From an optimization exercise on the open Yosys and OpenROAD flow, aimed at small area, a short achievable clock period and few clock cycles per item; shortcuts taken in it are not production practice.
Only simulation tests tie the RTL to the original design; equivalence was not proved.

## geofence
module geofence (clk, reset, X, Y, R, valid, is_inside);
input clk;
input reset;
input [9:0] X;
input [9:0] Y;
input [10:0] R;
output reg valid;
output reg is_inside;
reg [5:0] n;                        
wire [5:0] n_n = (n == 6'd37) ? 6'd0 : n + 6'd1;
reg [2:0] g;                        
wire [2:0] g_n = (n == 6'd37 || g == 3'd5) ? 3'd0 : g + 3'd1;
reg inph;
reg [30:0] ring [0:5];              
reg [9:0] X0, Y0;
integer k;
always @(posedge clk) begin
    for (k = 0; k < 5; k = k + 1) ring[k] <= ring[k+1];
    ring[5] <= inph ? {X, Y, R} : ring[0];
    if (n == 6'd0) begin X0 <= X; Y0 <= Y; end
end
function [2:0] posof;               
    input [2:0] j;
    input [2:0] gg;
    reg [3:0] d;
    begin
        d = {1'b0, j} + 4'd6 - {1'b0, gg};
        posof = (d >= 4'd6) ? d[2:0] - 3'd6 : d[2:0];
    end
endfunction
reg [2:0] rk1, rk2, rk3, rk4, rk5;
wire [2:0] rf1, rf2, rf3, rf4, rf5;    
function [2:0] lsel;                
    input [2:0] r;
    begin
        lsel = (rf1 == r) ? 3'd1 : (rf2 == r) ? 3'd2 : (rf3 == r) ? 3'd3 :
               (rf4 == r) ? 3'd4 : 3'd5;
    end
endfunction
reg [5:0] selA, selB;               
reg       amb;                      
wire      bef;
wire       sw = amb & ~bef;
wire [5:0] selBe = {selB[5:4], selB[3] | sw, selB[2] & ~sw, selB[1:0]};
reg [30:0] pA, pB;
integer kk;
always @(*) begin
    pA = 31'd0; pB = 31'd0;
    for (kk = 0; kk < 6; kk = kk + 1) begin
        pA = pA | (ring[kk] & {{20{selA[kk]}}, 11'd0});    
        pB = pB | (ring[kk] & {31{selBe[kk]}});
    end
end
wire [9:0]  ax = pA[30:21], ay = pA[20:11];
wire [9:0]  bx = pB[30:21], by = pB[20:11];
wire [10:0] br = pB[10:0];
reg rld, sload, smul, scmp, aph, sph, eph, uvl, aqsh, aacc, tsel, fin, radsum, radodd;
reg [3:0] asel;                     
function [5:0] pairof;
    input [5:0] nn;
    case (nn)
  ...
==> flow/config.mk <==
export PLATFORM = sky130hd
export DESIGN_NAME = geofence
export DESIGN_NICKNAME = geofence
export VERILOG_FILES = /design/flow/design.v
export SDC_FILE = /design/flow/constraint.sdc
export NUM_CORES = 4
export LEC_CHECK = 0
export ABC_AREA = 1
export CAP_MARGIN = 20
export CORE_MARGIN = 2
export CORE_UTILIZATION = 55
export CTS_CLUSTER_DIAMETER = 100
export CTS_CLUSTER_SIZE = 20
export SLEW_MARGIN = 20
==> flow/constraint.sdc <==
create_clock -name core_clock -period 25.0 [get_ports {clk}]
set_input_delay 5.0000 -clock core_clock [delete_from_list [all_inputs] [get_ports {clk}]]
set_output_delay 5.0000 -clock core_clock [all_outputs]
set_load 0.01 [all_outputs]
standard.sh (not shown) runs the stock make flow with config.mk's settings and CLKGATE_MAP_FILE= SYNTH_SCRIPT=/design/flow/synth_recipe.tcl, a recipe that flattens the netlist after the stock synthesis.
==> flow/flow/run.sh <==
#!/bin/bash
# Standard ORFS layout at the design's clock and constraints, with two changes:
# the ports are buffered with a plain buf_2 (instead of the delay buffer
# buffer_ports picks by default), and repair_timing is asked for 18.9 ns of
# setup margin so that it also works on paths that already meet the clock.
set -euo pipefail
export BUFFER_PORTS_ARGS="-buffer_cell sky130_fd_sc_hd__buf_2"
export SETUP_SLACK_MARGIN=18.9
bash standard.sh > standard.log 2>&1
The starting point finished with timing, DRC and antenna clean.
Testbench counts at the start, summed over its fixed seeds: cycles 60,800, items 1,600.
Rerun with:
==> flow/flow/run.sh (replaced) <==
#!/bin/bash
# Standard ORFS layout at the design's clock and constraints, with two changes:
# the ports are buffered with a plain buf_2 (instead of the delay buffer
# buffer_ports picks by default), and repair_timing is asked for 19 ns of
# setup margin so that it also works on paths that already meet the clock.
set -euo pipefail
export BUFFER_PORTS_ARGS="-buffer_cell sky130_fd_sc_hd__buf_2"
export SETUP_SLACK_MARGIN=19
bash standard.sh > standard.log 2>&1
The new run ran to the end with no violations.
Setup slack is worse by 0.0085 ns.
Clock-buffer cell count stays the same.
Area after synthesis does not change.
Fmax is about the same.

-- static timing again, ports no longer ideal --
In the flow no input, the clock included, has a driving cell. The finished layouts below were timed again as built, in two steps. Step 1 sets driving cells, clkbuf_16 on the clock port and buf_2 on the other inputs (assumed; they add their load-dependent delay and slew). Step 2 also shifts input and output timing later by t, the mid clock arrival at the registers, as if the neighbouring blocks saw the same clock. Three values: ideal, step 1, step 2; two values: the first two.
run | t (ns) | setup WS [ns] | hold slack, ns | worst slew at a driven data input, ns | cell pins on the clock port's net
the first run | 0.641 | 18.922 / 18.854 / 19.207 | 0.329 / 0.329 / 0.329 | 0.06 | 1
the second run | 0.642 | 18.914 / 18.847 / 19.266 | 0.329 / 0.329 / 0.329 | 0.06 | 1
After both steps every run listed still meets setup and hold.
